This is an optimization exercise on Yosys and OpenROAD, whose aim is small area, a short achievable clock period and few clock cycles per item, not a production implementation.
Only simulation tests tie the RTL to the original design; equivalence was not proved.

## lagoon
## GaussFilter
module GaussFilter #(parameter rows = 8, cols = 8, ksize = 3, data_width = 8) (
    input wire clk,
    input wire rst,
    input wire start,
    input wire [data_width*rows*cols-1:0] image_in,
    output wire [data_width*rows*cols-1:0] image_out,
    output reg image_out_valid,
    output reg done,
    input wire image_ready
);
export LEC_CHECK = 0
export CAP_MARGIN = 5
export CORE_AREA = 4 4 356 356
export DIE_AREA = 0 0 360 360
export GPL_TIMING_DRIVEN = 0
export PLACE_DENSITY = 0.6
export SLEW_MARGIN = 5
create_clock -name core_clock -period 12.0 [get_ports {clk}]
standard.sh (not shown) runs the stock make flow with config.mk's settings and CLKGATE_MAP_FILE= SYNTH_SCRIPT=/design/flow/synth_recipe.tcl, a recipe that flattens the netlist after the stock synthesis.
==> flow/flow/run.sh <==
#!/bin/bash
# The standard layout with two changes:
#  1. synthesis maps the RTL's explicit full/half adders to the platform's
#     adder cells right after the coarse pass, before ABC restructures them
#     (otherwise ABC's re-encoding leaves an inverter on most adder pins);
#     everything else is synth_recipe.tcl / ORFS synth.tcl unchanged;
#     2-input multiplexers are mapped to mux2_1 at the same point, so ABC
#     does not turn the input-select muxes into wide, upsized cells;
#  2. every I/O port gets the smallest buffer (buf_1) instead of a delay buffer.
set -euo pipefail
here=$(pwd)
python3 - "$FLOW_HOME/scripts/synth.tcl" "$here/synth_fa.tcl" "$here/flow/mux_map.v" <<'PY'
import sys
src = open(sys.argv[1]).read()
anchor = "  synth -flatten -run :fine {*}$synth_full_args\n"
assert src.count(anchor) == 1, "anchor not found in synth.tcl"
src = src.replace(anchor, anchor +
    "  techmap\n  opt -fast\n  extract_fa\n"
    "  techmap -map $::env(ADDER_MAP_FILE)\n"
    "  techmap -map " + sys.argv[3] + "\n  opt_clean\n")
open(sys.argv[2], "w").write(src)
PY
grep -q 'source $::env(SCRIPTS_DIR)/synth.tcl' synth_recipe.tcl
sed "s#source \$::env(SCRIPTS_DIR)/synth.tcl#source $here/synth_fa.tcl#" synth_recipe.tcl > synth_recipe_fa.tcl
grep -q "SYNTH_SCRIPT=$here/synth_recipe.tcl" standard.sh
sed "s#SYNTH_SCRIPT=$here/synth_recipe.tcl#SYNTH_SCRIPT=$here/synth_recipe_fa.tcl#" standard.sh > standard_fa.sh
export BUFFER_PORTS_ARGS="-buffer_cell sky130_fd_sc_hd__buf_1"
bash standard_fa.sh > standard.log 2>&1
==> flow/flow/mux_map.v <==
module \$_MUX_ (A, B, S, Y);
    input A, B, S;
    output Y;
    sky130_fd_sc_hd__mux2_1 _TECHMAP_REPLACE_ (.A0(A), .A1(B), .S(S), .X(Y));
endmodule
lagoon has completed all stages; timing, DRC and antenna checks passed.
Testbench counts of lagoon, summed over its fixed seeds: cycles 120, frames 64.
### lagoon -> nickel
Settings: removing CORE_AREA (formerly 4 4 356 356); removing DIE_AREA (formerly 0 0 360 360); setting CORE_UTILIZATION to 55 for the first time; changing PLACE_DENSITY from 0.6 to 0.7; removing GPL_TIMING_DRIVEN (formerly 0); changing CAP_MARGIN from 5 to 20; setting CORE_MARGIN to 2 for the first time; setting SETUP_SLACK_MARGIN to 1.5 for the first time; changing SLEW_MARGIN from 5 to 20.
==> flow/flow/run.sh <==
#!/bin/bash
set -e
export BUFFER_PORTS_ARGS="-buffer_cell sky130_fd_sc_hd__buf_1"
bash standard.sh > standard.log 2>&1
removed: flow/flow/mux_map.v
==> comparison <==
Among lagoon and nickel, the run that stopped before the end is nickel, and it is the only one.
nickel never completed; the flow aborted with a tool error in I/O pin placement.
Looking only at die boundary height, and setting everything else aside, the lower value of lagoon and nickel goes to nickel.
nickel against lagoon: sequential fraction of the synthesis area fell 1.2 points, initial cell density of the core up 30 points, width of the die -110 um, basic-gate share of the synthesized area counting and, or, nand and nor cells went up 1.2 points, average cell area after synthesis has decreased.
Between lagoon and nickel, the flow reports synthesized cell count increasing by more than half.
Multiplexer fraction of the synthesized cell area | nickel below lagoon
Looking at cell area after synthesis across both flows, nickel is the weaker of the two, with lagoon ahead.
In the reports for lagoon and nickel, the larger post-synthesis cell type count belongs to nickel.
diff inputs: nickel => quartz
Settings: swapping 0.7 for 0.6 in PLACE_DENSITY; clearing CORE_MARGIN, which used to be 2; putting CORE_AREA at 4 4 356 356 where nothing was set; clearing SETUP_SLACK_MARGIN, which used to be 1.5; putting DIE_AREA at 0 0 360 360 where nothing was set; putting GPL_TIMING_DRIVEN at 0 where nothing was set; clearing CORE_UTILIZATION, which used to be 55.
==> flow/flow/run.sh <==
#!/bin/bash
# The standard layout with two changes:
#  1. synthesis maps the RTL's explicit full/half adders to the platform's
#     adder cells right after the coarse pass, before ABC restructures them
#     (otherwise ABC's re-encoding leaves an inverter on most adder pins);
#     everything else is synth_recipe.tcl / ORFS synth.tcl unchanged;
#     2-input multiplexers are mapped to mux2_1 at the same point, so ABC
#     does not turn the input-select muxes into wide, upsized cells;
#  2. every I/O port gets the smallest buffer (buf_1) instead of a delay buffer.
set -euo pipefail
here=$(pwd)
python3 - "$FLOW_HOME/scripts/synth.tcl" "$here/synth_fa.tcl" "$here/flow/mux_map.v" <<'PY'
import sys
src = open(sys.argv[1]).read()
anchor = "  synth -flatten -run :fine {*}$synth_full_args\n"
assert src.count(anchor) == 1, "anchor not found in synth.tcl"
src = src.replace(anchor, anchor +
    "  techmap\n  opt -fast\n  extract_fa\n"
    "  techmap -map $::env(ADDER_MAP_FILE)\n"
    "  techmap -map " + sys.argv[3] + "\n  opt_clean\n")
open(sys.argv[2], "w").write(src)
PY
grep -q 'source $::env(SCRIPTS_DIR)/synth.tcl' synth_recipe.tcl
sed "s#source \$::env(SCRIPTS_DIR)/synth.tcl#source $here/synth_fa.tcl#" synth_recipe.tcl > synth_recipe_fa.tcl
grep -q "SYNTH_SCRIPT=$here/synth_recipe.tcl" standard.sh
sed "s#SYNTH_SCRIPT=$here/synth_recipe.tcl#SYNTH_SCRIPT=$here/synth_recipe_fa.tcl#" standard.sh > standard_fa.sh
export BUFFER_PORTS_ARGS="-buffer_cell sky130_fd_sc_hd__buf_1"
bash standard_fa.sh > standard.log 2>&1
==> flow/flow/mux_map.v (new file) <==
module \$_MUX_ (A, B, S, Y);
    input A, B, S;
    output Y;
    sky130_fd_sc_hd__mux2_1 _TECHMAP_REPLACE_ (.A0(A), .A1(B), .S(S), .X(Y));
endmodule
### Flow results
quartz finished end to end and its layout was clean on timing, DRC and antenna.
quartz ends up with a starting utilization of the core area that is 30 points lower than in nickel.
Synthesized-area fraction occupied by and/or/nand/nor cells: quartz lower than nickel
Diff nickel -> quartz: area of the mapped netlist moved down; mean area per synthesized cell moved up.


GaussFilter again, from the RTL that the note above started with.
export LEC_CHECK = 0
export CAP_MARGIN = 20
export CORE_AREA = 4 4 356 356
export DIE_AREA = 0 0 360 360
export PLACE_DENSITY = 0.6
export SETUP_SLACK_MARGIN = 1.5
export SLEW_MARGIN = 20
create_clock -name core_clock -period 12.0 [get_ports {clk}]
==> flow/flow/run.sh <==
#!/bin/bash
set -e
export BUFFER_PORTS_ARGS="-buffer_cell sky130_fd_sc_hd__buf_1"
bash standard.sh > standard.log 2>&1
The first run produced a clean layout.
Testbench counts at the start, summed over its fixed seeds: cycles 120, frames 64.
Rerun with:
--- a/flow/config.mk
+++ b/flow/config.mk
@@ -9,4 +9,3 @@
-export CORE_AREA = 4 4 356 356
-export DIE_AREA = 0 0 360 360
-export PLACE_DENSITY = 0.6
-export SETUP_SLACK_MARGIN = 1.5
+export CORE_MARGIN = 2
+export CORE_UTILIZATION = 55
+export PLACE_DENSITY = 0.7
The changed run ended with an error in I/O pin placement (3_2_place_iop). Synthesized cell count does not change. Synthesized area does not change.
Rerun with:
==> flow/flow/run.sh (replaced) <==
#!/bin/bash
# The standard layout with two changes:
#  1. synthesis maps the RTL's explicit full/half adders to the platform's
#     adder cells right after the coarse pass, before ABC restructures them
#     (otherwise ABC's re-encoding leaves an inverter on most adder pins);
#     everything else is synth_recipe.tcl / ORFS synth.tcl unchanged;
#  2. every I/O port gets the smallest buffer (buf_1) instead of a delay buffer.
set -euo pipefail
here=$(pwd)
python3 - "$FLOW_HOME/scripts/synth.tcl" "$here/synth_fa.tcl" <<'PY'
import sys
src = open(sys.argv[1]).read()
anchor = "  synth -flatten -run :fine {*}$synth_full_args\n"
assert src.count(anchor) == 1, "anchor not found in synth.tcl"
src = src.replace(anchor, anchor +
    "  techmap\n  opt -fast\n  extract_fa\n"
    "  techmap -map $::env(ADDER_MAP_FILE)\n  opt_clean\n")
open(sys.argv[2], "w").write(src)
PY
grep -q 'source $::env(SCRIPTS_DIR)/synth.tcl' synth_recipe.tcl
sed "s#source \$::env(SCRIPTS_DIR)/synth.tcl#source $here/synth_fa.tcl#" synth_recipe.tcl > synth_recipe_fa.tcl
grep -q "SYNTH_SCRIPT=$here/synth_recipe.tcl" standard.sh
sed "s#SYNTH_SCRIPT=$here/synth_recipe.tcl#SYNTH_SCRIPT=$here/synth_recipe_fa.tcl#" standard.sh > standard_fa.sh
export BUFFER_PORTS_ARGS="-buffer_cell sky130_fd_sc_hd__buf_1"
bash standard_fa.sh > standard.log 2>&1
--- a/flow/config.mk
+++ b/flow/config.mk
@@ -9,3 +9,3 @@
-export CORE_MARGIN = 2
-export CORE_UTILIZATION = 55
-export PLACE_DENSITY = 0.7
+export CORE_AREA = 4 4 356 356
+export DIE_AREA = 0 0 360 360
+export PLACE_DENSITY = 0.6
Result:
- The new run completed with no timing, DRC or antenna violations
- synthesized cell count fell by 25%
- synthesized area shrinks by 4.5%


== pepper ==
The RTL this note starts from:
==> flow/design.v <==
module GaussFilter #(parameter rows = 8, cols = 8, ksize = 3, data_width = 8) (
    input wire clk,
    input wire rst,
    input wire start,
    input wire [data_width*rows*cols-1:0] image_in,
    output wire [data_width*rows*cols-1:0] image_out,
    output reg image_out_valid,
    output reg done,
    input wire image_ready
);
    reg waiting;
    wire go = (start | waiting) & image_ready;
    always @(posedge clk or posedge rst) begin
        if (rst) begin
            waiting <= 1'b0;
            image_out_valid <= 1'b0;
            done <= 1'b0;
        end else begin
            waiting <= (start | waiting) & ~image_ready;
            image_out_valid <= go;
            done <= image_out_valid;
        end
    end
    wire sel = image_out_valid;
    function [7:0] px;
        input [511:0] img;
        input integer r, c;
        px = img[8*(8*r+c) +: 8];
    endfunction
    wire [7:0]  x   [0:3][0:7];
    wire [8:0]  pp  [0:3][0:7];
    wire [9:0]  v   [0:3][0:7];
    wire [10:0] q   [0:3][0:6];
    wire [7:0]  o   [0:3][0:7];
    reg  [7:0]  top [0:3][0:7];
    genvar u, c;
    generate
        for (u = 0; u < 4; u = u + 1) begin : g_row
            for (c = 0; c < 8; c = c + 1) begin : g_col
                assign x[u][c] = sel ? px(image_in, 7-u, c) : px(image_in, u, c);
                if (u < 3) begin : g_pp
                    rca #(8) a_pp (.a(x[u][c]), .b(x[u+1][c]), .s(pp[u][c]));
                end else begin : g_pp3
                    rca #(8) a_pp (.a(px(image_in, 3, c)), .b(px(image_in, 4, c)), .s(pp[u][c]));
                end
                if (u == 0) begin : g_v0
                    rca #(9) a_v (.a(pp[0][c]), .b(sel ? {x[0][c], 1'b0} : pp[0][c]), .s(v[u][c]));
                end else begin : g_v
                    rca #(9) a_v (.a(pp[u-1][c]), .b(pp[u][c]), .s(v[u][c]));
                end
                if (c < 7) begin : g_q
                    rca #(10) a_q (.a(v[u][c]), .b(v[u][c+1]), .s(q[u][c]));
                end
                if (c == 0) begin : g_h0
                    assign o[u][c] = q[u][0][10:3];
                end else if (c < 7) begin : g_h
                    rca_hi #(11, 4) a_h (.a(q[u][c-1]), .b(q[u][c]), .s(o[u][c]));
                end else begin : g_h7
                    rca_hi #(10, 3) a_h (.a(q[u][6][10:1]), .b(v[u][7]), .s(o[u][c]));
                end
                always @(posedge clk) top[u][c] <= o[u][c];
                assign image_out[8*(8*u+c) +: 8] = top[u][c];
                assign image_out[8*(8*(7-u)+c) +: 8] = o[u][c];
            end
        end
    endgenerate
endmodule
module rca #(parameter W = 8) (
    input wire [W-1:0] a,
    input wire [W-1:0] b,
    output wire [W:0] s
);
    wire [W:0] cy;
    genvar i;
    generate
        for (i = 0; i < W; i = i + 1) begin : g_bit
            if (i == 0) begin : g_h
                ha_bit u_ha (.a(a[i]), .b(b[i]), .s(s[i]), .co(cy[i+1]));
            end else begin : g_f
                fa_bit u_fa (.a(a[i]), .b(b[i]), .ci(cy[i]), .s(s[i]), .co(cy[i+1]));
            end
        end
    endgenerate
    assign s[W] = cy[W];
endmodule
module rca_hi #(parameter W = 11, L = 4) (
    input wire [W-1:0] a,
    input wire [W-1:0] b,
    output wire [W:L] s
);
    wire [W:0] cy;
    genvar i;
    generate
        for (i = 0; i < W; i = i + 1) begin : g_bit
            if (i == 0) begin : g_c0
                assign cy[1] = a[0] & b[0];
            end else if (i < L) begin : g_c
                assign cy[i+1] = (a[i] & b[i]) | (cy[i] & (a[i] | b[i]));
            end else begin : g_f
                fa_bit u_fa (.a(a[i]), .b(b[i]), .ci(cy[i]), .s(s[i]), .co(cy[i+1]));
            end
        end
    endgenerate
    assign s[W] = cy[W];
endmodule
module fa_bit (
    input wire a,
    input wire b,
    input wire ci,
    output wire s,
    output wire co
);
    assign s = a ^ b ^ ci;
    assign co = (a & b) | (ci & (a ^ b));
endmodule
module ha_bit (
    input wire a,
    input wire b,
    output wire s,
    output wire co
);
    assign s = a ^ b;
    assign co = a & b;
endmodule
Settings: LEC_CHECK=0, CAP_MARGIN=20, CORE_AREA=4 4 348 348, CTS_BUF_LIST=sky130_fd_sc_hd__clkbuf_4, DIE_AREA=0 0 352 352, GPL_TIMING_DRIVEN=0, PLACE_DENSITY=0.6, SLEW_MARGIN=20; clock period 12.0 ns.
==> flow/flow/run.sh <==
#!/bin/bash
# The standard layout with these changes:
#  1. synthesis (synth_recipe.tcl / ORFS synth.tcl otherwise unchanged):
#     - the RTL's one-bit adders (fa_bit, ha_bit) are mapped to the platform's
#       adder cells first, with the ripple carry on the fast CIN pin;
#     - after the coarse pass, any other full/half adders are extracted and
#       mapped, and 2-input multiplexers are mapped to mux2_1, before ABC;
#  2. every I/O port gets the smallest buffer (buf_1) instead of a delay buffer.
set -euo pipefail
here=$(pwd)
python3 - "$FLOW_HOME/scripts/synth.tcl" "$here/synth_fa.tcl" "$here/flow/mux_map.v" "$here/flow/cell_map.v" <<'PY'
import sys
src = open(sys.argv[1]).read()
anchor = "  synth -flatten -run :fine {*}$synth_full_args\n"
assert src.count(anchor) == 1, "anchor not found in synth.tcl"
src = src.replace(anchor, anchor +
    "  techmap\n  opt -fast\n  extract_fa\n"
    "  techmap -map $::env(ADDER_MAP_FILE)\n"
    "  techmap -map " + sys.argv[3] + "\n  opt_clean\n")
anchor = "hierarchy -check -top $::env(DESIGN_NAME)\n"
assert src.count(anchor) == 1, "hierarchy anchor not found in synth.tcl"
src = src.replace(anchor, anchor + "techmap -map " + sys.argv[4] + "\n")
open(sys.argv[2], "w").write(src)
PY
grep -q 'source $::env(SCRIPTS_DIR)/synth.tcl' synth_recipe.tcl
sed "s#source \$::env(SCRIPTS_DIR)/synth.tcl#source $here/synth_fa.tcl#" synth_recipe.tcl > synth_recipe_fa.tcl
grep -q "SYNTH_SCRIPT=$here/synth_recipe.tcl" standard.sh
sed "s#SYNTH_SCRIPT=$here/synth_recipe.tcl#SYNTH_SCRIPT=$here/synth_recipe_fa.tcl#" standard.sh > standard_fa.sh
export BUFFER_PORTS_ARGS="-buffer_cell sky130_fd_sc_hd__buf_1"
bash standard_fa.sh > standard.log 2>&1
==> flow/flow/cell_map.v <==
// Maps the RTL's one-bit adders to the platform's adder cells, with the
// ripple carry on the full adder's fast carry input.
(* techmap_celltype = "fa_bit" *)
module _map_fa_bit (a, b, ci, s, co);
    input a, b, ci;
    output s, co;
    sky130_fd_sc_hd__fa_1 _TECHMAP_REPLACE_ (.A(a), .B(b), .CIN(ci), .SUM(s), .COUT(co));
endmodule

(* techmap_celltype = "ha_bit" *)
module _map_ha_bit (a, b, s, co);
    input a, b;
    output s, co;
    sky130_fd_sc_hd__ha_1 _TECHMAP_REPLACE_ (.A(a), .B(b), .SUM(s), .COUT(co));
endmodule
==> flow/flow/mux_map.v <==
module \$_MUX_ (A, B, S, Y);
    input A, B, S;
    output Y;
    sky130_fd_sc_hd__mux2_1 _TECHMAP_REPLACE_ (.A0(A), .A1(B), .S(S), .X(Y));
endmodule
pepper: all stages complete, timing, DRC and antenna checks passed
Testbench counts of pepper, summed over its fixed seeds: cycles 120, frames 64.
Modified inputs, maple compared to pepper
Settings: swapping 4 4 348 348 for 4 4 228 228 in CORE_AREA; swapping sky130_fd_sc_hd__clkbuf_4 for sky130_fd_sc_hd__clkbuf_8 in CTS_BUF_LIST; swapping 0.6 for 0.78 in PLACE_DENSITY; swapping 0 0 352 352 for 0 0 232 232 in DIE_AREA.
--- a/flow/flow/run.sh
+++ b/flow/flow/run.sh
@@ -6,5 +6,6 @@
 #     - after the coarse pass, any other full/half adders are extracted and
 #       mapped, and 2-input multiplexers are mapped to mux2_1, before ABC;
-#  2. every I/O port gets the smallest buffer (buf_1) instead of a delay buffer.
+#  2. every I/O port gets the smallest buffer (buf_1) instead of a delay buffer;
+#  3. I/O pins may be placed one track apart.
 set -euo pipefail
 here=$(pwd)
@@ -28,3 +29,6 @@
 sed "s#SYNTH_SCRIPT=$here/synth_recipe.tcl#SYNTH_SCRIPT=$here/synth_recipe_fa.tcl#" standard.sh > standard_fa.sh
 export BUFFER_PORTS_ARGS="-buffer_cell sky130_fd_sc_hd__buf_1"
+# I/O pins may sit one routing track apart (ORFS default: two), so the pin
+# count no longer sets the die size.
+export PLACE_PINS_ARGS="-min_distance 1 -min_distance_in_tracks"
 bash standard_fa.sh > standard.log 2>&1
Results
pepper fits on a die that is larger than the die of maple. Min global router's overall resource usage across pepper and maple: pepper. Sequential share of layout area up 0.52 points in maple wrt pepper. Compared maple against pepper; count of max-cap constraint violations within noise. Compared to pepper, the routing of maple uses less wire. A capturing element of the worst setup path of image_out[470] is what maple shows, while image_out[310] belongs to pepper. Synthesis-to-layout area growth sits lower in maple than in pepper. Against pepper as the reference, maple delivers a higher final critical-path share of the clock period.
Changes in ember relative to maple:
Settings: changing PLACE_DENSITY from 0.78 to 0.6; changing DIE_AREA from 0 0 232 232 to 0 0 352 352; changing CORE_AREA from 4 4 228 228 to 4 4 348 348.
--- a/flow/flow/run.sh
+++ b/flow/flow/run.sh
@@ -6,6 +6,5 @@
 #     - after the coarse pass, any other full/half adders are extracted and
 #       mapped, and 2-input multiplexers are mapped to mux2_1, before ABC;
-#  2. every I/O port gets the smallest buffer (buf_1) instead of a delay buffer;
-#  3. I/O pins may be placed one track apart.
+#  2. every I/O port gets the smallest buffer (buf_1) instead of a delay buffer.
 set -euo pipefail
 here=$(pwd)
@@ -29,6 +28,3 @@
 sed "s#SYNTH_SCRIPT=$here/synth_recipe.tcl#SYNTH_SCRIPT=$here/synth_recipe_fa.tcl#" standard.sh > standard_fa.sh
 export BUFFER_PORTS_ARGS="-buffer_cell sky130_fd_sc_hd__buf_1"
-# I/O pins may sit one routing track apart (ORFS default: two), so the pin
-# count no longer sets the die size.
-export PLACE_PINS_ARGS="-min_distance 1 -min_distance_in_tracks"
 bash standard_fa.sh > standard.log 2>&1
## What came out
- ember vs. maple: total non-filler cell area in the finished layout now sits higher; met3 wire length down about 1.8%.
- Diff maple -> ember: height of the chip saw an increase; worst hold slack saw a decrease; worst slack after detailed placement shrank by 0.48 ns; transition time at the pin with the least slew margin up 0.050 ns.

-- static timing again, ports no longer ideal --
The results above use ideal ports. As a check the final layouts listed here were re-extracted and re-timed, cells and wires unchanged. Step 1, drivers: a clkbuf_16 drives clk and a buf_2 each remaining input, both assumed. Step 2 also shifts input and output timing later by t, the mid clock arrival at the registers, as if the neighbouring blocks saw the same clock. Three values: no drivers, after step 1, after step 2; two values: the first two.
| run | shift t [ns] | setup WS [ns] | worst slew at a driven data input, ns |
|---|---|---|---|
| lagoon | 0.668 | 0.086 / 0.058 / 0.058 | 0.20 |
| quartz | 0.664 | 0.127 / 0.099 / 0.099 | 0.18 |
| the first run of note 2 | 0.677 | 0.355 / 0.335 / 0.335 | 0.27 |
| the third run of note 2 | 0.657 | 0.130 / 0.081 / 0.081 | 0.25 |
| pepper | 1.016 | 0.129 / 0.105 / 0.105 | 0.23 |
| maple | 0.693 | 0.096 / 0.069 / 0.069 | 0.19 |
| ember | 0.771 | 0.113 / 0.091 / 0.091 | 0.22 |
After both steps every run listed still meets setup and hold. For the third run of note 2, which loses most, drivers alone change the setup slack by -0.049 ns; drivers and shift together by -0.049 ns.
